Source: an optimization exercise on an open RTL-to-GDS flow (aim: small area, a short achievable clock period and few clock cycles). Production flows keep margins and buffers that such runs may drop.
Where RTL was checked, it was by simulation tests only, not by an equivalence proof against the original.
The RTL of runs 2 to 5 was laid out without a check of its function.
Power is estimated from default activity; no workload was simulated.

File: flow/config.mk
export PLATFORM = sky130hd
export DESIGN_NAME = Conv
export DESIGN_NICKNAME = Conv
export VERILOG_FILES = /design/flow/design.v
export SDC_FILE = /design/flow/constraint.sdc
export NUM_CORES = 4
export LEC_CHECK = 0
export CAP_MARGIN = 20
export CORE_MARGIN = 2
export CORE_UTILIZATION = 40
export SLEW_MARGIN = 20
File: flow/constraint.sdc
create_clock -name core_clock -period 6.0 [get_ports {clk}]
set_input_delay 1.2000 -clock core_clock [delete_from_list [all_inputs] [get_ports {clk}]]
set_output_delay 1.2000 -clock core_clock [all_outputs]
set_load 0.01 [all_outputs]
File: flow/design.v
module Conv(
  clk,
  rst_n,
  image_valid,
  filter_valid,
  in_data,
  out_valid,
  out_data
);
input clk,rst_n,image_valid,filter_valid;
input [2:0] in_data;
output logic [8:0]out_data;
output logic out_valid;
logic [2:0] A,B,C,D,E,F,G,H,I;
logic [2:0] A1,A2,A3,A4,A5,A6,A7,A8,B1,B2,B3,B4,B5,B6,B7,B8,C1,C2,C3,C4,C5,C6,C7,C8,D1,D2,D3,D4,D5,D6,D7,D8,E1,E2,E3,E4,E5,E6,E7,E8,F1,F2,F3,F4,F5,F6,F7,F8,G1,G2,G3,G4,G5,G6,G7,G8,H1,H2,H3,H4,H5,H6,H7,H8;
logic [5:0] cntin;
logic [5:0] cnt_mul;
logic [3:0] cnt_out;
logic [8:0] CO1,CO2,CO3,CO4;
logic [8:0] CON1,CON2,CON3,CON4,CON5,CON6,CON7,CON8,CON9,CON10,CON11,CON12,CON13,CON14,CON15,CON16,CON17,CON18,CON19,CON20,CON21,CON22,CON23,CON24,CON25,CON26,CON27,CON28,CON29,CON30,CON31,CON32,CON33,CON34,CON35,CON36;
logic [2:0] i1,i2,i3,i4,i5,i6,i7,i8,i9;
logic [1:0] c_state, n_state;
logic [8:0] comp1,comp2,sol,temp_con;
parameter GET_dATA= 2'b00,MUL= 2'b01,OUT = 2'b10;
	assign comp1 = (CO1>CO2)? CO1 : CO2;
	assign comp2 = (CO3>CO4)? CO3 : CO4;
	assign sol = (comp1 >comp2)? comp1 : comp2;
always_ff @(posedge clk or negedge rst_n)
begin
	if (!rst_n) 
	begin
		out_data <= 0;
		out_valid <= 0 ;
		c_state <= 2'b00;
		cntin <=0;
		cnt_out<=0;
		cnt_mul<=0;
	end
    else        
	begin
	c_state <= n_state;
		case (c_state)
		  GET_dATA: 
			begin
				out_valid <= 0 ;
				out_data <=0;
				cnt_out<=0;
				if (filter_valid)
				begin
					A<=B;B<=C;C<=D;
					D<=E;E<=F;F<=G;
					G<=H;H<=I;I<=in_data;
				end
				else if (image_valid)
				begin
					cntin<=cntin+1;
					A1<=A2;A2<=A3;A3<=A4;A4<=A5;A5<=A6;A6<=A7;A7<=A8;A8<=B1;
					B1<=B2;B2<=B3;B3<=B4;B4<=B5;B5<=B6;B6<=B7;B7<=B8;B8<=C1;
					C1<=C2;C2<=C3;C3<=C4;C4<=C5;C5<=C6;C6<=C7;C7<=C8;C8<=D1;
					D1<=D2;D2<=D3;D3<=D4;D4<=D5;D5<=D6;D6<=D7;D7<=D8;D8<=E1;
					E1<=E2;E2<=E3;E3<=E4;E4<=E5;E5<=E6;E6<=E7;E7<=E8;E8<=F1;
					F1<=F2;F2<=F3;F3<=F4;F4<=F5;F5<=F6;F6<=F7;F7<=F8;F8<=G1;
					G1<=G2;G2<=G3;G3<=G4;G4<=G5;G5<=G6;G6<=G7;G7<=G8;G8<=H1;
					H1<=H2;H2<=H3;H3<=H4;H4<=H5;H5<=H6;H6<=H7;H7<=H8;H8<=in_data;
				end
			end
		  MUL: 
			begin
				cntin<=0;
				cnt_mul<=cnt_mul+1;
				CON1<=CON2;CON2<=CON3;CON3<=CON4;CON4<=CON5;CON5<=CON6;CON6<=CON7;CON7<=CON8;CON8<=CON9;CON9<=CON10;
				CON10<=CON11;CON11<=CON12;CON12<=CON13;CON13<=CON14;CON14<=CON15;CON15<=CON16;CON16<=CON17;CON17<=CON18;CON18<=CON19;CON19<=CON20;
				CON20<=CON21;CON21<=CON22;CON22<=CON23;CON23<=CON24;CON24<=CON25;CON25<=CON26;CON26<=CON27;CON27<=CON28;CON28<=CON29;CON29<=CON30;
				CON30<=CON31;CON31<=CON32;CON32<=CON33;CON33<=CON34;CON34<=CON35;CON35<=CON36;CON36<=temp_con;
				if (cnt_mul==0)begin
					i1<=A1;
					i2<=A2;i3<=A3;i4<=B1;i5<=B2;i6<=B3;i7<=C1;i8<=C2;i9<=C3;
				end
				else if(cnt_mul==1)begin
					i1<=A2;
					i2<=A3;i3<=A4;i4<=B2;i5<=B3;i6<=B4;i7<=C2;i8<=C3;i9<=C4;			
				end
				else if(cnt_mul==2)begin
					i1<=A3;
					i2<=A4;i3<=A5;i4<=B3;i5<=B4;i6<=B5;i7<=C3;i8<=C4;i9<=C5;				
				end
				else if(cnt_mul==3)begin
					i1<=A4;
					i2<=A5;i3<=A6;i4<=B4;i5<=B5;i6<=B6;i7<=C4;i8<=C5;i9<=C6;		
				end
				else if(cnt_mul==4)begin
					i1<=A5
					;i2<=A6;i3<=A7;i4<=B5;i5<=B6;i6<=B7;i7<=C5;i8<=C6;i9<=C7;					
				end
				else if(cnt_mul==5)begin
					i1<=A6;
					i2<=A7;i3<=A8;i4<=B6;i5<=B7;i6<=B8;i7<=C6;i8<=C7;i9<=C8;				
				end
				else if(cnt_mul==6)begin
					i1<=B1;
					i2<=B2;i3<=B3;i4<=C1;i5<=C2;i6<=C3;i7<=D1;i8<=D2;i9<=D3;
				end
				else if(cnt_mul==7)begin
					i1<=B2;
					i2<=B3;i3<=B4;i4<=C2;i5<=C3;i6<=C4;i7<=D2;i8<=D3;i9<=D4;			
				end
				else if(cnt_mul==8)begin
					i1<=B3;
					i2<=B4;i3<=B5;i4<=C3;i5<=C4;i6<=C5;i7<=D3;i8<=D4;i9<=D5;				
				end
				else if(cnt_mul==9)begin
					i1<=B4;
					i2<=B5;i3<=B6;i4<=C4;i5<=C5;i6<=C6;i7<=D4;i8<=D5;i9<=D6;		
				end
				else if(cnt_mul==10)begin
					i1<=B5;
					i2<=B6;i3<=B7;i4<=C5;i5<=C6;i6<=C7;i7<=D5;i8<=D6;i9<=D7;					
				end
				else if(cnt_mul==11)begin
					i1<=B6;
					i2<=B7;i3<=B8;i4<=C6;i5<=C7;i6<=C8;i7<=D6;i8<=D7;i9<=D8;						
				end
				else if(cnt_mul==12)begin
					i1<=C1;
					i2<=C2;i3<=C3;i4<=D1;i5<=D2;i6<=D3;i7<=E1;i8<=E2;i9<=E3;
				end
				else if(cnt_mul==13)begin
					i1<=C2;
					i2<=C3;i3<=C4;i4<=D2;i5<=D3;i6<=D4;i7<=E2;i8<=E3;i9<=E4;			
				end
				else if(cnt_mul==14)begin
					i1<=C3;
					i2<=C4;i3<=C5;i4<=D3;i5<=D4;i6<=D5;i7<=E3;i8<=E4;i9<=E5;				
				end
				else if(cnt_mul==15)begin
					i1<=C4;
					i2<=C5;i3<=C6;i4<=D4;i5<=D5;i6<=D6;i7<=E4;i8<=E5;i9<=E6;		
				end
				else if(cnt_mul==16)begin
					i1<=C5;
					i2<=C6;i3<=C7;i4<=D5;i5<=D6;i6<=D7;i7<=E5;i8<=E6;i9<=E7;					
				end
				else if(cnt_mul==17)begin
					i1<=C6;
					i2<=C7;i3<=C8;i4<=D6;i5<=D7;i6<=D8;i7<=E6;i8<=E7;i9<=E8;	
				end	
				else if (cnt_mul==18)begin
					i1<=D1;
					i2<=D2;i3<=D3;i4<=E1;i5<=E2;i6<=E3;i7<=F1;i8<=F2;i9<=F3;
				end
				else if(cnt_mul==19)begin
					i1<=D2;
					i2<=D3;i3<=D4;i4<=E2;i5<=E3;i6<=E4;i7<=F2;i8<=F3;i9<=F4;			
				end
				else if(cnt_mul==20)begin
					i1<=D3;
					i2<=D4;i3<=D5;i4<=E3;i5<=E4;i6<=E5;i7<=F3;i8<=F4;i9<=F5;				
				end
				else if(cnt_mul==21)begin
					i1<=D4;
					i2<=D5;i3<=D6;i4<=E4;i5<=E5;i6<=E6;i7<=F4;i8<=F5;i9<=F6;		
				end
				else if(cnt_mul==22)begin
					i1<=D5;
					i2<=D6;i3<=D7;i4<=E5;i5<=E6;i6<=E7;i7<=F5;i8<=F6;i9<=F7;					
				end
				else if(cnt_mul==23)begin
					i1<=D6;
					i2<=D7;i3<=D8;i4<=E6;i5<=E7;i6<=E8;i7<=F6;i8<=F7;i9<=F8;	
				end
				else if(cnt_mul==24)begin
					i1<=E1;
					i2<=E2;i3<=E3;i4<=F1;i5<=F2;i6<=F3;i7<=G1;i8<=G2;i9<=G3;
				end
				else if(cnt_mul==25)begin
					i1<=E2;
					i2<=E3;i3<=E4;i4<=F2;i5<=F3;i6<=F4;i7<=G2;i8<=G3;i9<=G4;			
				end
				else if(cnt_mul==26)begin
					i1<=E3;
					i2<=E4;i3<=E5;i4<=F3;i5<=F4;i6<=F5;i7<=G3;i8<=G4;i9<=G5;				
				end
				else if(cnt_mul==27)begin
					i1<=E4;
					i2<=E5;i3<=E6;i4<=F4;i5<=F5;i6<=F6;i7<=G4;i8<=G5;i9<=G6;		
				end
				else if(cnt_mul==28)begin
					i1<=E5;
					i2<=E6;i3<=E7;i4<=F5;i5<=F6;i6<=F7;i7<=G5;i8<=G6;i9<=G7;					
				end
				else if(cnt_mul==29)begin
					i1<=E6;
					i2<=E7;i3<=E8;i4<=F6;i5<=F7;i6<=F8;i7<=G6;i8<=G7;i9<=G8;	
				end	
				else if(cnt_mul==30)begin
					i1<=F1;
					i2<=F2;i3<=F3;i4<=G1;i5<=G2;i6<=G3;i7<=H1;i8<=H2;i9<=H3;
				end
				else if(cnt_mul==31)begin
					i1<=F2;
					i2<=F3;i3<=F4;i4<=G2;i5<=G3;i6<=G4;i7<=H2;i8<=H3;i9<=H4;			
				end
				else if(cnt_mul==32)begin
					i1<=F3;
					i2<=F4;i3<=F5;i4<=G3;i5<=G4;i6<=G5;i7<=H3;i8<=H4;i9<=H5;				
				end
				else if(cnt_mul==33)begin
					i1<=F4;
					i2<=F5;i3<=F6;i4<=G4;i5<=G5;i6<=G6;i7<=H4;i8<=H5;i9<=H6;		
				end
				else if(cnt_mul==34)begin
					i1<=F5;
					i2<=F6;i3<=F7;i4<=G5;i5<=G6;i6<=G7;i7<=H5;i8<=H6;i9<=H7;					
				end
				else if(cnt_mul==35)begin
					i1<=F6;
					i2<=F7;i3<=F8;i4<=G6;i5<=G7;i6<=G8;i7<=H6;i8<=H7;i9<=H8;	
				end
			end
		  OUT:
			begin
				cnt_mul<=0;
				cnt_out<=cnt_out+1;
				cntin <=0;
				CO1 <= CON1;CON1<=CON3;CON3<=CON5;CON5<=CON13;CON13<=CON15;CON15<=CON17;CON17<=CON25;CON25<=CON27;CON27<=CON29;
				CO2 <= CON2;CON2<=CON4;CON4<=CON6;CON6<=CON14;CON14<=CON16;CON16<=CON18;CON18<=CON26;CON26<=CON28;CON28<=CON30;
				CO3 <= CON7;CON7<=CON9;CON9<=CON11;CON11<=CON19;CON19<=CON21;CON21<=CON23;CON23<=CON31;CON31<=CON33;CON33<=CON35;
				CO4 <= CON8;CON8<=CON10;CON10<=CON12;CON12<=CON20;CON20<=CON22;CON22<=CON24;CON24<=CON32;CON32<=CON34;CON34<=CON36;
				if (cnt_out > 0 && cnt_out < 10)
				begin
					out_data<=sol;
					out_valid <= 1;
				end
			end
		endcase
    end
end	
always_comb      
begin
	n_state ='bx;
	case (c_state)
		GET_dATA: 
		    begin
			if (image_valid||filter_valid) 
				begin
				if(cntin==63) n_state = MUL;
				else n_state = GET_dATA;
				end 
			else 
				begin
				n_state = GET_dATA;
				end
			end
		MUL:
			begin
				if(cnt_mul==36)
				n_state = OUT;	
				else 
				n_state = MUL;
			end
		OUT:
			begin
			if (cnt_out == 9) n_state = GET_dATA;
			else n_state = OUT;
			end
	endcase
	temp_con = A*i1+B*i2+C*i3+D*i4+E*i5+F*i6+G*i7+H*i8+I*i9;
end
endmodule
File: flow/run.sh
#!/bin/bash
# synth_recipe.tcl (not shown) runs the flow's synth.tcl, then flattens the netlist and writes it again
# the make line also repeats each setting of config.mk as NAME=value (left out here)
make -C /OpenROAD-flow-scripts/flow DESIGN_CONFIG=/design/flow/config.mk WORK_HOME=/design/flow/orfs CLKGATE_MAP_FILE= SYNTH_SCRIPT=/design/flow/synth_recipe.tcl finish
==> reports/qor.csv, run 1 <==
metric,value,unit
kind of critical path,register to register,
crit-path max FO,4,
Die Y,305,µm
Slew Limit Fails,0,
diode count,0,
GPL Wtd Cong,0.998,
Crit path largest cell delay,0.53,ns
Slew @ Worst Pin,1.19,ns
CTS Buf Count,72,
"flops & latches, synth",634,
Worst Path Buf+Inv,3,
Area Growth Syn to Fin,11.1,%
Setup TNS Final,0,ns
vias in the first global route,26500,
final hold vios,0,
Post-CTS Setup Inserts,0,
IO buf count,16,
DIE WIDTH,305,µm
Iteration-0 DRC Markers,3833,
Mapped Cells,3112,
Netlist Area Pre-Place,0.0363,mm²
"logic depth of the worst path, buffers included",18,
Reg2Reg Depth,18,
WHS Path Cells,0,
DR DRC count,0,
CTS resizes,0,
first-pass GRT wire length,173000,µm
Placeable Area,0.0900,mm²
# hold bufs at CTS,0,
gr ovfl total,0,
critical path's top delay family,adder cells,
Worst-Skew Late Latency,0.63,ns
Peak VDD IR,0.000222,V
row cnt,110,
area of the die,0.0932,mm²
via count,27700,
top achievable clock speed,0.179,GHz
DRT antenna net count,0,
sequential share of the synthesized area,0.521,
worst path required time,6.37,ns
pwr/cell area,250,mW/mm²
vias per std cell,6.41,
syn_area_per_cell,11.7,µm²
clock slew at reported path FFs,0.06,ns
crit-path cells,nand2_1 > fa_1 > fa_1 > inv_1 > fa_1 > inv_1 > fa_1 > fa_1 > fa_1 > inv_1 > ha_1 > ha_1 > fa_1 > a21o_1 > a21oi_1 > o21bai_1 > a21oi_1 > xor2_1,
number of distinct library cells after synthesis,94,
Mapped Nets,3273,
Worst Path Arrival,5.95,ns
RSZ-0062 raised after global routing,no,
Leak,13.7,nW
CP Launch Type,register,
final core occ,0.448,
Clock Skew,0.0252,ns
Place WS,0.404,ns
HPWL after detailed placement,78800,µm
WL per Instance,26.8,µm
"EDFF count, synth",606,
Pre-antenna DRT Iters,6,
fin crit share,0.931,
Root Driver,clkbuf_16,
Final Hold Slack,0.418,ns
max cap viols,0,
Max transition margin,0.204,
Yosys warning count,1,
initial antenna violation count,0,
TritonCTS clock tree,built,
Total Routing Usage GR,0.243,
"commonest non-fill, non-tap cell in the layout",edfxtp_1,
Synth Flop Type,edfxtp_1,
fraction of registers with async set/reset,0.0442,
largest net degree at the start of global routing,196,
clock buffer depth,3,
Final Critical Period,5.58,ns
Routed Wire Length,116000,µm
"Top cell by count, worst path",fa_1,
CTS sink count,634,
Final Setup Violations,0,
CP max-delay cell,fa_1,
Setup crit end kind,register,
IO Pins,17,
CTS H-tree depth,3,
share of layout cells above drive strength 1,0.182,
hold crit path type,register to register,
# nets final,3248,
status,no timing/DRC/antenna violations,
most frequent cells in the layout,"edfxtp_1, mux2_2, nand2_1",
initial core utilization,0.403,
r2r setup slk,0.42,ns
worst setup margin,0.416,ns
-- cells in the mapped netlist, drive strengths merged, types with 42 or more instances --
cell	count	area [µm²]
nand3	64	325
a21oi	121	617
edfxtp	606	18200
nor3	73	404
a211oi	42	320
ha	87	1090
fa	67	1340
nand2	215	822
a22oi	48	360
and2	58	363
clkbuf	141	532
mux2	290	3270
o21ai	183	920
o22ai	102	638
inv	128	480
nor2	229	943
o221ai	46	403
a221oi	105	932
buf	87	472
-- kinds of logic after synthesis --
kind of cell	Yosys count	synth area share
DFF	634	0.521
xor gates and xnor gates	7	0.00169
adders and majority gates	154	0.0669
AOI/OAI and AO/OA	852	0.163
and+or+nand+nor	778	0.106
muxes	330	0.101
buffers and inverters	357	0.0410
-- layer usage --
metal / track usage / vias up / part of all wire
met5: 0 / - / 0
met1: 0.323 / 13400 / 0.40
met3: 0.0669 / 479 / 0.11
met4: 0.150 / 0 / 0.071
met2: 0.352 / 1795 / 0.42
li1: - / 12000 / -
-- power breakdown --
| group | internal, mW | switching, mW |
|---|---|---|
| Sequential | 4.87 | 0.0601 |
| Combinational | 0.265 | 0.333 |
| Clock | 2.69 | 1.84 |
-- through the flow --
stage	std cells	cell area (µm²)	power, mW
after CTS	4322	40300	10.2
final	4322	40300	10.1
after detailed placement	4189	37900	5.63
after global routing	4322	40300	10.4
after floorplan	3112	36300	5.45
after global placement	4189	37900	5.62
-- layout make-up --
| type | instances | area, µm² |
|---|---|---|
| clock buffers | 91 | 1920 |
| clock inverters | 42 | 508 |
| fillers | 8304 | 49700 |
| inverters | 129 | 484 |
| multi-input cells | 2121 | 15900 |
| flip-flops and latches | 634 | 18900 |
| well taps | 1176 | 1470 |
| repair buffers | 129 | 1080 |
-- path summary, 6_finish.rpt --
path	from	endpoint
worst max-delay path	D[2]$_DFFE_PP_	CON36[8]$_DFFE_PP_
worst min-delay path	CON1[7]$_DFFE_PP_	CO1[7]$_DFFE_PP_
worst max register to register	D[2]$_DFFE_PP_	CON36[8]$_DFFE_PP_
worst min register to register	CON1[7]$_DFFE_PP_	CO1[7]$_DFFE_PP_
max in group asynchronous	rst_n	cnt_mul[0]$_DFFE_PN0N_
min in group asynchronous	rst_n	out_data[3]$_DFFE_PN0P_
Testbench counts, summed over its fixed seeds: cycles 15,360.
==> run 2: changes to the inputs <==
==> flow/design.v (replaced) <==
module Conv(
  clk,
  rst_n,
  image_valid,
  filter_valid,
  in_data,
  out_valid,
  out_data
);
input clk,rst_n,image_valid,filter_valid;
input [2:0] in_data;
output logic [8:0] out_data;
output logic out_valid;
logic [2:0] f [0:8];     
logic [2:0] q [0:16];    
logic [5:0] cnt;         
logic [8:0] U;           
logic [8:0] S;           
logic [8:0] C;           
logic [8:0] M [0:2];     
logic v0, v1;
logic first0, last0, first1, last1;
logic [2:0] sel0, sel1;
wire [2:0] row = cnt[5:3];
wire [2:0] col = cnt[2:0];
always_ff @(posedge clk) begin
  if (filter_valid) begin
    for (int k = 0; k < 8; k++) f[k] <= f[k+1];
    f[8] <= in_data;
  end
  if (image_valid) begin
    q[0] <= in_data;
    for (int k = 1; k < 17; k++) q[k] <= q[k-1];
    U <= f[0]*q[16] + f[1]*q[15] + f[2]*q[14] + f[3]*q[8] + f[4]*q[7] + f[5]*q[6];
    S <= U + f[6]*q[1] + f[7]*q[0];
    first0 <= ~row[0] & ~col[0];
    last0  <= row[0] & col[0];
    sel0   <= {col[2] & col[1], col[2] & ~col[1], ~col[2]};
  end
  C <= S + f[8]*q[0];
  first1 <= first0;
  last1  <= last0;
  sel1   <= sel0;
end
logic [8:0] mb, mx;
always_comb begin
  mb = sel1[0] ? M[0] : (sel1[1] ? M[1] : M[2]);
  mx = (C > mb) ? C : mb;
end
always_ff @(posedge clk) begin
  if (v1) begin
    if (sel1[0]) M[0] <= first1 ? C : mx;
    if (sel1[1]) M[1] <= first1 ? C : mx;
    if (sel1[2]) M[2] <= first1 ? C : mx;
  end
  out_data <= mx;
end
always_ff @(posedge clk or negedge rst_n) begin
  if (!rst_n) begin
    cnt <= 0;
    v0 <= 0;
    v1 <= 0;
    out_valid <= 0;
  end else begin
    if (image_valid) cnt <= cnt + 1;
    v0 <= image_valid & (row[2] | row[1]) & (col[2] | col[1]);
    v1 <= v0;
    out_valid <= v1 & last1;
  end
end
endmodule
==> run 2 against run 1 <==
  * Final area is 76% lower
  * Highest routed layer unchanged
  * Critical endpoint is now U[8]$_DFFE_PP_
  * Fmax is 4.9% higher
  * Die area is 76% lower
  * Still clean on timing, DRC and antenna
==> reports/qor.csv, run 2 <==
metric,value,unit,change
met3 GRT Util,0.0366,,-0.0303
final hold vios,0,,unchanged
CP max-delay cell,fa_1,,
TritonCTS clock tree,built,,
Synth Flop Type,edfxtp_1,,
crit-path cells,and2_1 > fa_1 > inv_1 > fa_1 > inv_1 > fa_1 > fa_1 > inv_1 > fa_1 > inv_1 > ha_1 > ha_1 > fa_1 > a21o_1 > a21oi_1 > nor2b_1 > o21ai_0 > nand2b_1,,
DIE WIDTH,150,µm,-51%
sequential share of the synthesized area,0.535,,+0.0140
Netlist Area Pre-Place,0.00847,mm²,-77%
Mapped Nets,755,,-77%
largest cells by area after synthesis,"edfxtp_1, fa_1, ha_1",,
Mapped Cells,622,,-80%
cell taking the most area after synthesis,edfxtp_1,,
flip-flop count of the largest register after layout,51,,
final core occ,0.456,,+0.00783
number of fill cells,1878,,-77%
Worst Path Buf+Inv,4,,+1
met2 Resource Use GR,0.236,,-0.115
Area Growth Syn to Fin,12.4,%,
"EDFF count, synth",128,,-79%
Total Routing Usage GR,0.140,,-0.103
critical path's top delay family,adder cells,,
Pre-antenna DRT Iters,4,,-2
Worst-Skew Late Latency,0.43,ns,-0.20 ns
clock power share,0.229,,-0.221
area of the die,0.0224,mm²,-76%
vias in the first global route,4799,,-82%
Post-CTS Setup Inserts,0,,unchanged
Worst Path Arrival,5.51,ns,-0.44 ns
Setup TNS Final,0,ns,unchanged
sw frac,0.344,,+0.122
CTS resizes,0,,unchanged
vias per std cell,4.64,,-28%
CP Launch Type,register,,
Synth Area in Compound Gates,0.0318,,-0.131
Slew Limit Fails,0,,unchanged
gr ovfl total,0,,unchanged
largest net degree at the start of global routing,81,,-59%
DRT antenna net count,0,,unchanged
fin crit share,0.887,,-0.0439
post-synthesis mux area share,0.0399,,-0.0611
Slew @ Worst Pin,1.01,ns,-0.187 ns
IO buf count,16,,unchanged
fraction of registers with async set/reset,0.0563,,+0.0121
via count,4370,,-84%
GRT Max-Usage Layer,met2,,
kind of critical path,register to register,,
max cap viols,0,,unchanged
share of layout cells above drive strength 1,0.0856,,-0.0962
hold crit path type,register to register,,
Routed Wire Length,14100,µm,-88%
CTS sink count,160,,-75%
initial core utilization,0.406,,+0.00229
post-synthesis simple-gate area fraction,0.0818,,-0.0239
number of distinct library cells after synthesis,38,,-60%
DR DRC count,0,,unchanged
GPL Wtd Cong,0.834,,-16%
# nets final,786,,-76%
P_int,3.01,mW,-62%
Yosys warning count,4,,+3
"flops & latches, synth",160,,-75%
Iteration-0 DRC Markers,158,,-96%
RSZ-0062 raised after global routing,no,,
largest family of logic cells by synthesized area,adder cells,,
"Top cell by count, worst path",fa_1,,
crit-path max FO,4,,unchanged
Leak,4.07,nW,-70%
largest register by flop count,q,,
clock slew at reported path FFs,0.07,ns,about the same
Max transition margin,0.329,,+0.125
"commonest non-fill, non-tap cell in the layout",edfxtp_1,,
Seq pwr share,0.378,,-0.112
HPWL after detailed placement,10200,µm,-87%
Die Y,150,µm,-51%
Clock Skew,0.00909,ns,-0.0161 ns
Final Setup Violations,0,,unchanged
syn_area_per_cell,13.6,µm²,+17%
Place WS,0.702,ns,+0.298 ns
top achievable clock speed,0.188,GHz,+4.9%
# hold bufs at CTS,0,,unchanged
Synth top area share,0.454,,-0.0476
met1 Use GR,0.178,,-0.145
CTS H-tree depth,4,,+1
IO Pins,17,,unchanged
CTS Buf Count,17,,-76%
Peak VDD IR,0.000268,V,+21%
pwr/cell area,482,mW/mm²,+93%
Final Hold Slack,0.341,ns,-0.0766 ns
most instantiated library cell after synthesis,edfxtp_1,,
clock buffer depth,2,,-1
total power,4.59,mW,-54%
worst setup margin,0.680,ns,+0.263 ns
WL per Instance,15.0,µm,-44%
Crit path largest cell delay,0.55,ns,+0.02 ns
worst path required time,6.19,ns,-0.18 ns
first-pass GRT wire length,23800,µm,-86%
Final Critical Period,5.32,ns,-0.263 ns
Sw Pwr,1.58,mW,-29%
Placeable Area,0.0209,mm²,-77%
diode count,0,,unchanged
row cnt,53,,-52%
Post-Synth XOR/XNOR Area,0.0196,,+0.0180
Comb pwr share,0.393,,+0.334
Setup crit end kind,register,,
commonest cells in the netlist,"edfxtp_1, inv_1, ha_1, and2_1, fa_1",,
Root Driver,clkbuf_16,,
most frequent cells in the layout,"edfxtp_1, inv_1, ha_1",,
status,no timing/DRC/antenna violations,,
largest registers,"q: 51 flops, M: 27 flops, f: 27 flops",,
adder-cell share of the synthesized area,0.238,,+0.171
initial antenna violation count,0,,unchanged
-- run 2: cell count changes in the layout (fill, tap and decap cells not counted), moves of 61 or more --
cell / change
a21oi_1: -106
a221oi_1: -103
buf_4: -105
edfxtp_1: -478
mux2_2: -280
nand2_1: -171
nand3_1: -61
nor2_1: -197
nor3_1: -68
o21ai_0: -150
o22ai_1: -102
-- run 2: power groups by stage --
stage,registers (mW),clock network (mW),logic (mW)
after CTS,1.74,1.08,1.84
after detailed placement,1.77,0,1.82
after global routing,1.77,1.12,2.08
final,1.74,1.05,1.80
after global placement,1.75,0,1.77
after floorplan,1.72,0,1.41
-- run 2: cell type report --
cell class              instances  area (µm²)  area share
repair buffers                 17         165      0.0174
inverters                     114         428      0.0450
multi-input cells             343        3490       0.366
clock inverters                15         141      0.0149
well taps                     275         344      0.0361
flip-flops and latches        160        4530       0.476
clock buffers                  17         425      0.0447
-- run 2: cell families (layout without fill, tap and decap cells) --
kind of cell,after synthesis,after routing
compound gates,42,42
mux,28,28
buf+inv,119,163
flops,160,160
xor+xnor,19,19
fa+ha+maj,126,126
simple gates,128,128
-- run 2: worst paths after layout --
kind,end,slack [ns],cells past startpoint,startpoint
max,U[8]$_DFFE_PP_,0.68,18,f[2][0]$_DFFE_PP_
max reg2reg,U[8]$_DFFE_PP_,0.68,18,f[2][0]$_DFFE_PP_
min in group asynchronous,v0$_DFF_PN0_,1.07,1,rst_n
min,sel1[1]$_DFF_P_,0.34,0,sel0[1]$_DFFE_PP_
max in group asynchronous,cnt[3]$_DFFE_PN0P_,4.64,1,rst_n
min reg2reg,sel1[1]$_DFF_P_,0.34,0,sel0[1]$_DFFE_PP_
-- run 2: per-stage QoR --
step                      std cells  cell area (µm²)
after floorplan                 622             8470
after global routing            941             9520
after detailed placement        909             8950
after CTS                       941             9520
after global placement          909             8950
final                           941             9520
-- run 2: metal layers --
metal,share of wire,wire (µm)
met4,0.012,166
met1,0.47,6690
met2,0.49,6960
met3,0.022,318
met5,0,0
==> run 3: changes to the inputs <==
--- a/flow/config.mk
+++ b/flow/config.mk
@@ -8,4 +8,5 @@
 export CAP_MARGIN = 20
 export CORE_MARGIN = 2
 export CORE_UTILIZATION = 40
+export SETUP_SLACK_MARGIN = 3.0
 export SLEW_MARGIN = 20
==> run 3 against run 2 <==
  * Still clean
  * Sequential share of layout area is 1.8 points lower
  * Utilization is 1.8 points higher
  * Via count is 3.9% higher
  * Setup slack better by 0.49 ns
  * Non-clock buffer count is 27 higher
  * Sequential power hardly changed
  * Count of clock-buffer cells in the layout stayed put
  * Fmax is 10% higher
  * First-iteration DRC count is 11% higher
  * Total power is 6.0% higher
  * Synthesized area stayed put
  * Register-to-register slack better by 0.49 ns
  * Critical endpoint unchanged
  * Largest cell class unchanged
  * Largest power group unchanged
  * Highest routed layer unchanged
==> reports/qor.csv, run 3 <==
metric,value,unit,change
kind of critical path,register to register,,
Area Growth Syn to Fin,16.9,%,
post-route cell area,0.00990,mm²,+4.0%
Critical R2R Capture,U[8]$_DFFE_PP_,,
IO Pins,17,,unchanged
largest registers,"q: 51 flops, M: 27 flops, f: 27 flops",,
Worst Path Buf+Inv,4,,unchanged
worst setup margin,1.17,ns,+0.489 ns
Place WS,1.07,ns,+0.366 ns
hold crit path type,register to register,,
CP Launch Type,register,,
max cap viols,0,,unchanged
DRT antenna net count,0,,unchanged
vias per std cell,4.69,,+0.97%
RSZ-0062 raised after global routing,yes,,
via count,4539,,+3.9%
largest register by flop count,q,,
Reg-to-Reg Start,q[14][0]$_DFFE_PP_,,
Crit path largest cell delay,0.54,ns,about the same
Worst-Skew Late Latency,0.43,ns,about the same
clock slew at reported path FFs,0.07,ns,about the same
r2r setup slk,1.17,ns,+0.49 ns
"EDFF count, synth",128,,unchanged
Setup crit end,U[8]$_DFFE_PP_,,
Mapped Nets,755,,unchanged
clock buffer depth,2,,unchanged
number of fill cells,1828,,-2.7%
Worst Path Arrival,5.01,ns,-0.50 ns
initial antenna violation count,0,,unchanged
Netlist Area Pre-Place,0.00847,mm²,unchanged
Peak VDD IR,0.000296,V,+10%
flip-flop count of the largest register after layout,51,,unchanged
# hold bufs at CTS,0,,unchanged
Leak,4.21,nW,+3.3%
"flops & latches, synth",160,,unchanged
"commonest non-fill, non-tap cell in the layout",edfxtp_1,,
post-place instance area,0.00903,mm²,+0.89%
crit-path cells,and2_4 > fa_1 > inv_2 > fa_2 > inv_2 > fa_2 > fa_2 > inv_2 > fa_2 > inv_2 > ha_4 > ha_4 > fa_2 > a21o_1 > a21oi_2 > nor2b_1 > o21ai_1 > nand2b_1,,
first-pass GRT wire length,24500,µm,+2.7%
row cnt,53,,unchanged
crit-path max FO,2,,-2
IO buf count,16,,unchanged
Reg2Reg Depth,18,,unchanged
CTS Buf Count,17,,unchanged
cell taking the most area after synthesis,edfxtp_1,,
largest net degree at the start of global routing,81,,unchanged
DIE WIDTH,150,µm,unchanged
pwr/cell area,491,mW/mm²,+1.8%
Setup crit start,q[14][0]$_DFFE_PP_,,
Mapped Cells,622,,unchanged
Placeable Area,0.0209,mm²,unchanged
Root Driver,clkbuf_16,,
Yosys warning count,4,,unchanged
Synth top area share,0.454,,unchanged
worst path required time,6.18,ns,about the same
Setup crit end kind,register,,
Final Hold Slack,0.342,ns,+0.00105 ns
fin crit share,0.805,,-0.0815
Final Critical Period,4.83,ns,-0.489 ns
most instantiated library cell after synthesis,edfxtp_1,,
status,no timing/DRC/antenna violations,,
Die Y,150,µm,unchanged
top achievable clock speed,0.207,GHz,+10%
Routed Wire Length,14600,µm,+3.3%
# nets final,813,,+3.4%
most frequent cells in the layout,"edfxtp_1, inv_1, and2_1, ha_1, fa_1",,
TritonCTS clock tree,built,,
Clock Skew,0.0134,ns,+0.00435 ns
Pre-antenna DRT Iters,4,,unchanged
Iteration-0 DRC Markers,176,,+11%
CTS sink count,160,,unchanged
WL per Instance,15.1,µm,+0.42%
"Top cell by count, worst path",fa_2,,
CTS H-tree depth,4,,unchanged
share of layout cells above drive strength 1,0.177,,+0.0919
Max transition margin,0.332,,+0.00264
number of distinct library cells after synthesis,38,,unchanged
critical path's top delay family,adder cells,,
Slew Limit Fails,0,,unchanged
Setup TNS Final,0,ns,unchanged
Slew @ Worst Pin,1.00,ns,-0.00396 ns
gr ovfl total,0,,unchanged
Synth Flop Type,edfxtp_1,,
HPWL after detailed placement,10100,µm,-1.1%
diode count,0,,unchanged
GPL Wtd Cong,0.765,,-8.3%
"logic depth of the worst path, buffers included",18,,unchanged
fraction of registers with async set/reset,0.0563,,unchanged
sequential share of the synthesized area,0.535,,unchanged
area of the die,0.0224,mm²,unchanged
syn_area_per_cell,13.6,µm²,unchanged
initial core utilization,0.406,,unchanged
commonest cells in the netlist,"edfxtp_1, inv_1, ha_1, and2_1, fa_1",,
CP max-delay cell,fa_1,,
Final Setup Violations,0,,unchanged
Total Routing Usage GR,0.143,,+0.00314
vias in the first global route,4932,,+2.8%
final hold vios,0,,unchanged
DR DRC count,0,,unchanged
largest cells by area after synthesis,"edfxtp_1, fa_1, ha_1",,
[run 3: cell count changes in the layout (fill, tap and decap cells not counted), sizes merged]
cell / previous run / this run
clkinv: 4 / 7
buf: 2 / 29
inv: 123 / 120
[run 3: final cells by class]
type / count / area, µm² / share of cell area
repair buffers: 44 / 375 / 0.0379
flip-flops and latches: 160 / 4530 / 0.458
clock inverters: 15 / 169 / 0.0171
clock buffers: 17 / 425 / 0.0430
multi-input cells: 343 / 3630 / 0.366
well taps: 275 / 344 / 0.0347
inverters: 114 / 428 / 0.0432
[run 3: how the worst min path moves through the flow]
stage | to | slack (ns) | from | cells past startpoint
after floorplan | first1$_DFF_P_ | 0.32 | first0$_DFFE_PP_ | 0
after global placement | sel1[1]$_DFF_P_ | 0.33 | sel0[1]$_DFFE_PP_ | 0
after detailed placement | sel1[0]$_DFF_P_ | 0.33 | sel0[0]$_DFFE_PP_ | 0
after CTS | sel1[0]$_DFF_P_ | 0.35 | sel0[0]$_DFFE_PP_ | 0
after global routing | first1$_DFF_P_ | 0.36 | first0$_DFFE_PP_ | 0
final | first1$_DFF_P_ | 0.34 | first0$_DFFE_PP_ | 0
[run 3: kinds of logic after synthesis]
logic type,share of synthesized area
and+or+nand+nor,0.0818
muxes,0.0399
xor gates and xnor gates,0.0196
DFF,0.535
adders and majority gates,0.238
buffers and inverters,0.0539
AOI/OAI and AO/OA,0.0318
[run 3: routing by layer]
metal	vias to the layer above	global-route usage	share of wire
met5	-	0	0
met4	0	0.0433	0.012
met3	13	0.0308	0.025
met2	48	0.244	0.51
met1	2295	0.182	0.45
li1	2183	-	-
[run 3: power by group]
group          total (mW)  internal [mW]  switching [mW]
clock network        1.07          0.558           0.513
registers            1.74           1.59           0.147
logic                2.06           1.03            1.03
[run 3: metrics by stage]
step	total power [mW]	util	cells
final	4.86	0.474	968
after floorplan	3.23	-	622
after global routing	5.24	0.474	968
after global placement	3.64	0.432	909
after CTS	4.85	0.471	965
after detailed placement	3.68	0.432	909
[run 3: timing repair]
item,CTS,global route
pin swaps,6,11
setup buffers,24,3
gates resized for setup,8,20
setup endpoints to repair,52,45
==> run 4: changes to the inputs <==
==> flow/design.v (replaced) <==
module Conv(
  clk,
  rst_n,
  image_valid,
  filter_valid,
  in_data,
  out_valid,
  out_data
);
input clk,rst_n,image_valid,filter_valid;
input [2:0] in_data;
output logic [8:0] out_data;
output logic out_valid;
function automatic [5:0] m3(input [2:0] a, input [2:0] b);
  case ({a, b})
    6'd0: m3 = 6'd0;
    6'd1: m3 = 6'd0;
    6'd2: m3 = 6'd0;
    6'd3: m3 = 6'd0;
    6'd4: m3 = 6'd0;
    6'd5: m3 = 6'd0;
    6'd6: m3 = 6'd0;
    6'd7: m3 = 6'd0;
    6'd8: m3 = 6'd0;
    6'd9: m3 = 6'd1;
    6'd10: m3 = 6'd2;
    6'd11: m3 = 6'd3;
    6'd12: m3 = 6'd4;
    6'd13: m3 = 6'd5;
    6'd14: m3 = 6'd6;
    6'd15: m3 = 6'd7;
    6'd16: m3 = 6'd0;
    6'd17: m3 = 6'd2;
    6'd18: m3 = 6'd4;
    6'd19: m3 = 6'd6;
    6'd20: m3 = 6'd8;
    6'd21: m3 = 6'd10;
    6'd22: m3 = 6'd12;
    6'd23: m3 = 6'd14;
    6'd24: m3 = 6'd0;
    6'd25: m3 = 6'd3;
    6'd26: m3 = 6'd6;
    6'd27: m3 = 6'd9;
    6'd28: m3 = 6'd12;
    6'd29: m3 = 6'd15;
    6'd30: m3 = 6'd18;
    6'd31: m3 = 6'd21;
    6'd32: m3 = 6'd0;
    6'd33: m3 = 6'd4;
    6'd34: m3 = 6'd8;
    6'd35: m3 = 6'd12;
    6'd36: m3 = 6'd16;
    6'd37: m3 = 6'd20;
    6'd38: m3 = 6'd24;
    6'd39: m3 = 6'd28;
    6'd40: m3 = 6'd0;
    6'd41: m3 = 6'd5;
    6'd42: m3 = 6'd10;
    6'd43: m3 = 6'd15;
    6'd44: m3 = 6'd20;
    6'd45: m3 = 6'd25;
    6'd46: m3 = 6'd30;
    6'd47: m3 = 6'd35;
    6'd48: m3 = 6'd0;
    6'd49: m3 = 6'd6;
    6'd50: m3 = 6'd12;
    6'd51: m3 = 6'd18;
    6'd52: m3 = 6'd24;
    6'd53: m3 = 6'd30;
    6'd54: m3 = 6'd36;
    6'd55: m3 = 6'd42;
    6'd56: m3 = 6'd0;
    6'd57: m3 = 6'd7;
    6'd58: m3 = 6'd14;
    6'd59: m3 = 6'd21;
    6'd60: m3 = 6'd28;
    6'd61: m3 = 6'd35;
    6'd62: m3 = 6'd42;
    6'd63: m3 = 6'd49;
  endcase
endfunction
logic [2:0] f [0:8];     
logic [2:0] q [0:15];    
logic [5:0] cnt;         
logic [7:0] A;           
logic [8:0] B, S;
logic [5:0] Z;           
logic [8:0] M [0:2];     
logic v0;                
always_ff @(posedge clk) begin
  if (filter_valid) begin
    for (int k = 0; k < 8; k++) f[k] <= f[k+1];
    f[8] <= in_data;
  end
  if (image_valid) begin
    q[0] <= in_data;
    for (int k = 1; k < 16; k++) q[k] <= q[k-1];
    A <= m3(f[0], q[15]) + m3(f[1], q[14]) + m3(f[2], q[13]) + m3(f[3], q[7]);
    B <= A + m3(f[4], q[7]) + m3(f[5], q[6]);
    S <= B + m3(f[6], q[1]) + m3(f[7], q[0]);
  end
  Z <= m3(f[8], in_data);
end
wire [2:0] cc = cnt[2:0];
wire xeven = cc[0];
wire yeven = ~(cnt[3] ^ (cc == 3'd0));
wire first = yeven & xeven;
wire last  = ~yeven & ~xeven;
wire [2:0] sel = {cc == 3'd7 || cc == 3'd0, cc == 3'd5 || cc == 3'd6, cc == 3'd3 || cc == 3'd4};
logic [8:0] C, mb, mx;
always_comb begin
  C  = S + Z;
  mb = sel[0] ? M[0] : (sel[1] ? M[1] : M[2]);
  mx = (C > mb) ? C : mb;
end
always_ff @(posedge clk) begin
  if (v0) begin
    if (sel[0]) M[0] <= first ? C : mx;
    if (sel[1]) M[1] <= first ? C : mx;
    if (sel[2]) M[2] <= first ? C : mx;
  end
  out_data <= mx;
end
wire [2:0] row = cnt[5:3];
wire [2:0] col = cnt[2:0];
always_ff @(posedge clk or negedge rst_n) begin
  if (!rst_n) begin
    cnt <= 0;
    v0 <= 0;
    out_valid <= 0;
  end else begin
    if (image_valid) cnt <= cnt + 1;
    v0 <= image_valid & (row[2] | row[1]) & (col[2] | col[1]);
    out_valid <= v0 & last;
  end
end
endmodule
--- a/flow/config.mk
+++ b/flow/config.mk
@@ -8,5 +8,4 @@
 export CAP_MARGIN = 20
 export CORE_MARGIN = 2
 export CORE_UTILIZATION = 40
-export SETUP_SLACK_MARGIN = 3.0
 export SLEW_MARGIN = 20
==> run 4 against run 3 <==
  * Utilization fell by 2.0 points
  * Via count rose by 34%
  * Clock skew rose by 0.0042 ns
  * Wire length rose by 19%
  * Synthesized cell count rose by 41%
  * Final area rose by 4.4%
  * Setup slack improved by 0.72 ns
  * Critical path type unchanged
  * Hold slack improved by 0.075 ns
  * Total power fell by 6.0%
==> reports/qor.csv, run 4 <==
metric,value,unit,change
clock slew at reported path FFs,0.07,ns,about the same
Placeable Area,0.0228,mm²,+9.0%
Final Critical Period,4.12,ns,-0.715 ns
GPL Wtd Cong,0.843,,+10%
Synth top area share,0.412,,-0.0415
pwr/cell area,442,mW/mm²,-10%
flip-flop count of the largest register after layout,48,,-5.9%
Netlist Area Pre-Place,0.00933,mm²,+10%
HPWL after detailed placement,12000,µm,+20%
TritonCTS clock tree,built,,
status,no timing/DRC/antenna violations,,
"flops & latches, synth",151,,-5.6%
"commonest non-fill, non-tap cell in the layout",edfxtp_1,,
post-route cell area,0.0103,mm²,+4.4%
initial antenna violation count,0,,unchanged
most frequent cells in the layout,"edfxtp_1, nand2_1, ha_1",,
Mapped Cells,879,,+41%
Root Driver,clkbuf_16,,
CTS resizes,0,,-8
vias per std cell,5.06,,+7.8%
Mapped Nets,986,,+31%
Peak VDD IR,0.000236,V,-20%
Leak,4.26,nW,+1.2%
top achievable clock speed,0.243,GHz,+17%
Worst Path Arrival,4.30,ns,-0.71 ns
Place WS,1.93,ns,+0.864 ns
Crit path largest cell delay,0.61,ns,+0.07 ns
crit-path cells,inv_1 > ha_1 > nand2_1 > o21ai_0 > nand2_1 > o21ai_0 > fa_1 > inv_1 > fa_1 > inv_1 > ha_1 > fa_1 > a21oi_1 > nor2_1 > nor2_1 > nor2b_1 > o21ai_0 > nand2b_1,,
DRT antenna net count,0,,unchanged
first-pass GRT wire length,29300,µm,+20%
initial core utilization,0.409,,+0.00382
via count,6098,,+34%
clock buffer depth,2,,unchanged
# nets final,987,,+21%
CTS Buf Count,17,,unchanged
Synth Flop Type,edfxtp_1,,
final hold vios,0,,unchanged
syn_area_per_cell,10.6,µm²,-22%
Setup crit end kind,register,,
WL per Instance,14.4,µm,-4.4%
DR DRC count,0,,unchanged
Routed Wire Length,17400,µm,+19%
kind of critical path,register to register,,
max cap viols,0,,unchanged
CP max-delay cell,edfxtp_1,,
sequential share of the synthesized area,0.466,,-0.0688
IO buf count,16,,unchanged
Die Y,157,µm,+4.8%
vias in the first global route,5703,,+16%
fin crit share,0.686,,-0.119
diode count,0,,unchanged
cell taking the most area after synthesis,edfxtp_1,,
Max transition margin,0.405,,+0.0727
Post-CTS Setup Inserts,0,,-100%
worst setup margin,1.88,ns,+0.715 ns
hold crit path type,register to register,,
area of the die,0.0246,mm²,+9.8%
Pre-antenna DRT Iters,6,,+2
Yosys warning count,4,,unchanged
DIE WIDTH,157,µm,+4.8%
largest net degree at the start of global routing,47,,-42%
IO Pins,17,,unchanged
row cnt,55,,+3.8%
RSZ-0062 raised after global routing,no,,
Final Hold Slack,0.417,ns,+0.0747 ns
worst path required time,6.19,ns,about the same
commonest cells in the netlist,"edfxtp_1, nand2_1, ha_1, inv_1, o21ai_0",,
Slew Limit Fails,0,,unchanged
Area Growth Syn to Fin,10.9,%,
Slew @ Worst Pin,0.890,ns,-0.112 ns
Iteration-0 DRC Markers,399,,+130%
share of layout cells above drive strength 1,0.0549,,-0.123
gr ovfl total,0,,unchanged
Worst-Skew Late Latency,0.44,ns,about the same
"EDFF count, synth",128,,unchanged
crit-path max FO,12,,+10
largest register by flop count,q,,
largest cells by area after synthesis,"edfxtp_1, ha_1, fa_1",,
post-place instance area,0.00974,mm²,+7.9%
Total Routing Usage GR,0.153,,+0.00992
largest registers,"q: 48 flops, M: 27 flops, f: 27 flops",,
Final Setup Violations,0,,unchanged
CTS H-tree depth,4,,unchanged
Clock Skew,0.0177,ns,+0.00423 ns
number of distinct library cells after synthesis,48,,+26%
# hold bufs at CTS,0,,unchanged
fraction of registers with async set/reset,0.0530,,-0.00327
Setup TNS Final,0,ns,unchanged
CP Launch Type,register,,
CTS sink count,151,,-5.6%
most instantiated library cell after synthesis,edfxtp_1,,
[run 4: worst paths after layout]
kind                                         start                  end  slack [ns]  cells past startpoint
worst max register to register  q[14][1]$_DFFE_PP_       A[7]$_DFFE_PP_        1.88                     18
worst min-delay path            q[10][0]$_DFFE_PP_   q[11][0]$_DFFE_PP_        0.42                      0
max in group asynchronous                    rst_n   cnt[0]$_DFFE_PN0P_        4.67                      1
worst max-delay path            q[14][1]$_DFFE_PP_       A[7]$_DFFE_PP_        1.88                     18
worst min register to register  q[10][0]$_DFFE_PP_   q[11][0]$_DFFE_PP_        0.42                      0
min in group asynchronous                    rst_n  out_valid$_DFF_PN0_        1.05                      1
[run 4: area by class of cell]
cell class | instances | area (µm²)
tap | 313 | 392
sequential | 151 | 4340
clock buffer | 17 | 425
multi-input combinational | 618 | 4550
fill | 2088 | 12400
clock inverter | 15 | 174
inverter | 72 | 270
timing repair buffer | 20 | 188
[run 4: kinds of logic after synthesis]
logic type | count (synthesis) | synth area share
and+or+nand+nor | 223 | 0.109
AOI/OAI and AO/OA | 206 | 0.129
muxes | 49 | 0.0568
xor gates and xnor gates | 40 | 0.0376
buffers and inverters | 110 | 0.0462
DFF | 151 | 0.466
adders and majority gates | 100 | 0.156
[run 4: layer usage]
metal	wire (µm)	vias up	GRT usage
met2	7650	110	0.227
met3	747	13	0.0385
met5	0	-	0
li1	-	3112	-
met4	140	0	0.0367
met1	8840	2863	0.223
[run 4: power by group]
part / switching [mW] / internal (mW) / total, mW / leakage, nW
Sequential: 0.155 / 1.52 / 1.67 / 1.46
Combinational: 1.01 / 0.825 / 1.84 / 2.51
Clock: 0.504 / 0.562 / 1.07 / 0.287
[run 4: worst max-delay path, delay by kind of cell, from the launching register on]
kind,cells,cell delay (ns)
adders and majority gates,5,2.00
DFF,1,0.61
and+or+nand+nor,6,0.53
AOI/OAI and AO/OA,4,0.53
buffers and inverters,3,0.21
[run 4: per-stage QoR]
step,utilization,power [mW],cells
floorplan,-,3.10,879
global placement,0.428,3.52,1174
detailed placement,0.428,3.53,1174
CTS,0.454,4.63,1206
global route,0.454,4.95,1206
finish,0.454,4.57,1206
==> run 5: changes to the inputs <==
--- a/flow/config.mk
+++ b/flow/config.mk
@@ -8,4 +8,5 @@
 export CAP_MARGIN = 20
 export CORE_MARGIN = 2
 export CORE_UTILIZATION = 40
+export SETUP_SLACK_MARGIN = 3.5
 export SLEW_MARGIN = 20
==> run 5 against run 4 <==
  * Die area stayed put
  * Clock power is 4% higher
  * Setup slack better by 0.44 ns
  * Final cell count is 6.8% higher
  * Critical path depth is 4 lower
  * Count of clock-buffer cells in the layout stayed put
  * Largest power group unchanged
  * Highest routed layer unchanged
==> reports/qor.csv, run 5 <==
metric,value,unit,change
Clock Skew,0.0140,ns,-0.00367 ns
Yosys warning count,4,,unchanged
Max transition margin,0.368,,-0.0367
clock slew at reported path FFs,0.07,ns,about the same
CTS sink count,151,,unchanged
number of distinct library cells after synthesis,48,,unchanged
area of the die,0.0246,mm²,unchanged
Area Growth Syn to Fin,26.5,%,
most frequent cells in the layout,"edfxtp_1, nand2_1, buf_4",,
CTS Buf Count,17,,unchanged
DIE WIDTH,157,µm,unchanged
initial core utilization,0.409,,unchanged
Crit path largest cell delay,0.53,ns,-0.08 ns
number of fill cells,2000,,-4.2%
largest registers,"q: 48 flops, M: 27 flops, f: 27 flops",,
Leak,4.78,nW,+12%
DRT antenna net count,0,,unchanged
Peak VDD IR,0.000359,V,+52%
flip-flop count of the largest register after layout,48,,unchanged
row cnt,55,,unchanged
WL per Instance,14.9,µm,+3.6%
Pre-antenna DRT Iters,5,,-1
total power,5.95,mW,+30%
"EDFF count, synth",128,,unchanged
hold crit path type,register to register,,
most instantiated library cell after synthesis,edfxtp_1,,
Slew @ Worst Pin,0.945,ns,+0.0549 ns
largest cells by area after synthesis,"edfxtp_1, ha_1, fa_1",,
r2r setup slk,2.33,ns,+0.44 ns
Synth top area share,0.412,,unchanged
Worst-Skew Late Latency,0.43,ns,about the same
Die Y,157,µm,unchanged
Mapped Nets,986,,unchanged
HPWL after detailed placement,12200,µm,+1.5%
Setup TNS Final,0,ns,unchanged
CP Launch Type,register,,
fraction of registers with async set/reset,0.0530,,unchanged
cell taking the most area after synthesis,edfxtp_1,,
kind of critical path,register to register,,
Reg2Reg Depth,14,,-4
Slew Limit Fails,0,,unchanged
Total Routing Usage GR,0.163,,+0.0103
Synth Flop Type,edfxtp_1,,
vias in the first global route,6159,,+8.0%
final hold vios,0,,unchanged
Routed Wire Length,19200,µm,+11%
first-pass GRT wire length,31200,µm,+6.2%
Root Driver,clkbuf_16,,
Setup crit start,q[14][1]$_DFFE_PP_,,
Place WS,2.15,ns,+0.219 ns
Setup crit end,A[6]$_DFFE_PP_,,
CTS H-tree depth,4,,unchanged
vias per std cell,5.07,,+0.22%
worst setup margin,2.33,ns,+0.442 ns
"commonest non-fill, non-tap cell in the layout",edfxtp_1,,
Reg-to-Reg Start,q[14][1]$_DFFE_PP_,,
via count,6527,,+7.0%
"flops & latches, synth",151,,unchanged
Final Critical Period,3.67,ns,-0.442 ns
# hold bufs at CTS,0,,unchanged
Final Setup Violations,0,,unchanged
initial antenna violation count,0,,unchanged
crit-path cells,ha_2 > nand2_2 > o21ai_1 > mux4_2 > nand2_2 > o21ai_2 > fa_1 > fa_1 > ha_1 > a21o_1 > a21oi_2 > o21bai_1 > a21oi_2 > xnor2_1,,
Setup crit end kind,register,,
share of layout cells above drive strength 1,0.271,,+0.216
IO buf count,16,,unchanged
worst path required time,6.19,ns,about the same
TritonCTS clock tree,built,,
syn_area_per_cell,10.6,µm²,unchanged
Worst Path Arrival,3.86,ns,-0.44 ns
sequential share of the synthesized area,0.466,,unchanged
Mapped Cells,879,,unchanged
Iteration-0 DRC Markers,301,,-25%
largest net degree at the start of global routing,43,,-8.5%
IO Pins,17,,unchanged
gr ovfl total,0,,unchanged
top achievable clock speed,0.272,GHz,+12%
GPL Wtd Cong,0.836,,-0.84%
diode count,0,,unchanged
Placeable Area,0.0228,mm²,unchanged
clock buffer depth,2,,unchanged
pwr/cell area,505,mW/mm²,+14%
fin crit share,0.612,,-0.0737
DR DRC count,0,,unchanged
status,no timing/DRC/antenna violations,,
Netlist Area Pre-Place,0.00933,mm²,unchanged
Critical R2R Capture,A[6]$_DFFE_PP_,,
RSZ-0062 raised after global routing,yes,,
# nets final,1069,,+8.3%
max cap viols,0,,unchanged
largest register by flop count,q,,
CP max-delay cell,fa_1,,
commonest cells in the netlist,"edfxtp_1, nand2_1, ha_1, inv_1, o21ai_0",,
crit-path max FO,5,,-7
## run 5: cell counts after synthesis
Identical to the previous run, type by type.
## run 5: power by group
part           leakage (nW)  internal (mW)  switching (mW)
Combinational          3.02           1.68            1.51
Sequential             1.46           1.52           0.139
Clock                 0.300          0.631           0.476
## run 5: how the worst min path moves through the flow
stage | start | end | slack, ns | cells past startpoint
2_1_floorplan | q[9][0]$_DFFE_PP_ | q[10][0]$_DFFE_PP_ | 0.40 | 0
3_5_place_dp | q[4][0]$_DFFE_PP_ | q[5][0]$_DFFE_PP_ | 0.41 | 0
3_3_place_gp | q[9][0]$_DFFE_PP_ | q[10][0]$_DFFE_PP_ | 0.40 | 0
5_1_grt | q[8][0]$_DFFE_PP_ | q[9][0]$_DFFE_PP_ | 0.42 | 0
6_report | q[8][0]$_DFFE_PP_ | q[9][0]$_DFFE_PP_ | 0.42 | 0
4_1_cts | q[8][0]$_DFFE_PP_ | q[9][0]$_DFFE_PP_ | 0.42 | 0
## run 5: timing repair
item | CTS | global route
endpoints found under the setup margin | 61 | 59
pin swaps | 47 | 43
gates cloned | 0 | 0
resized for setup | 64 | 81
buffers inserted | 60 | 22
## run 5: cell type report
cell class | instances | area (µm²) | area share
Tap cell | 313 | 392 | 0.0332
Inverter | 72 | 278 | 0.0236
Clock inverter | 15 | 176 | 0.0150
Sequential cell | 151 | 4350 | 0.369
Multi-Input combinational cell | 618 | 5290 | 0.448
Clock buffer | 17 | 425 | 0.0361
Timing Repair Buffer | 102 | 891 | 0.0755
## run 5: kinds of logic after synthesis
| group | after synthesis | synth area share |
|---|---|---|
| AO/OA/AOI/OAI | 206 | 0.129 |
| adder cells (fa/ha/maj) | 100 | 0.156 |
| flip-flops | 151 | 0.466 |
| multiplexers | 49 | 0.0568 |
| XOR/XNOR | 40 | 0.0376 |
| AND/OR/NAND/NOR | 223 | 0.109 |
| buffers and inverters | 110 | 0.0462 |
## run 5: metrics by stage
stage	std cells	cell area (µm²)	util	hold slack (ns)
2_1_floorplan	879	9510	-	0.400
3_3_place_gp	1174	9910	0.435	0.400
3_5_place_dp	1174	9910	0.435	0.406
4_1_cts	1266	11300	0.495	0.419
5_1_grt	1288	11800	0.518	0.418
6_report	1288	11800	0.518	0.416
## run 5: critical path: cells and delay by family, from the launching register on
family	cells	cell delay [ns]
adders and majority gates	4	1.54
AOI/OAI and AO/OA	6	0.68
DFF	1	0.50
muxes	1	0.47
and+or+nand+nor	2	0.15
xor gates and xnor gates	1	0.08
## run 5: routing by layer
layer	vias up	global-route usage	share of wire
met5	-	0	0
met4	0	0.0529	0.014
met3	24	0.0299	0.022
met2	73	0.255	0.47
met1	3149	0.229	0.49
li1	3281	-	-

[separate check: timing with driven ports]
How much do the figures lean on ideal ports? The routed layouts below were timed once more, with nothing changed but the port constraints. Step 1, drivers: a clkbuf_16 drives clk and a buf_2 each remaining input, both assumed. Step 2 moves the port delays by t, midway between the first and last clock arrival at a register: inputs arrive t later, outputs are due t later. That takes back most of the time a late clock gives input paths. Slacks: ideal ports / drivers / drivers and shift; pairs: ideal ports / drivers.
run	t (ns)	setup slack, ns	worst setup path at the end	slew at the worst register clock pin (ns)	cell pins on the clock port's net
run 1	0.682	0.416 / 0.416 / 0.416	register to register	0.06 / 0.06	1
run 2	0.469	0.680 / 0.680 / 0.680	register to register	0.07 / 0.07	1
run 3	0.470	1.169 / 1.169 / 1.169	register to register	0.08 / 0.08	1
run 4	0.469	1.884 / 1.884 / 1.884	register to register	0.08 / 0.08	1
run 5	0.475	2.326 / 2.326 / 2.326	register to register	0.07 / 0.07	1
After both steps setup and hold are still met in every run listed.
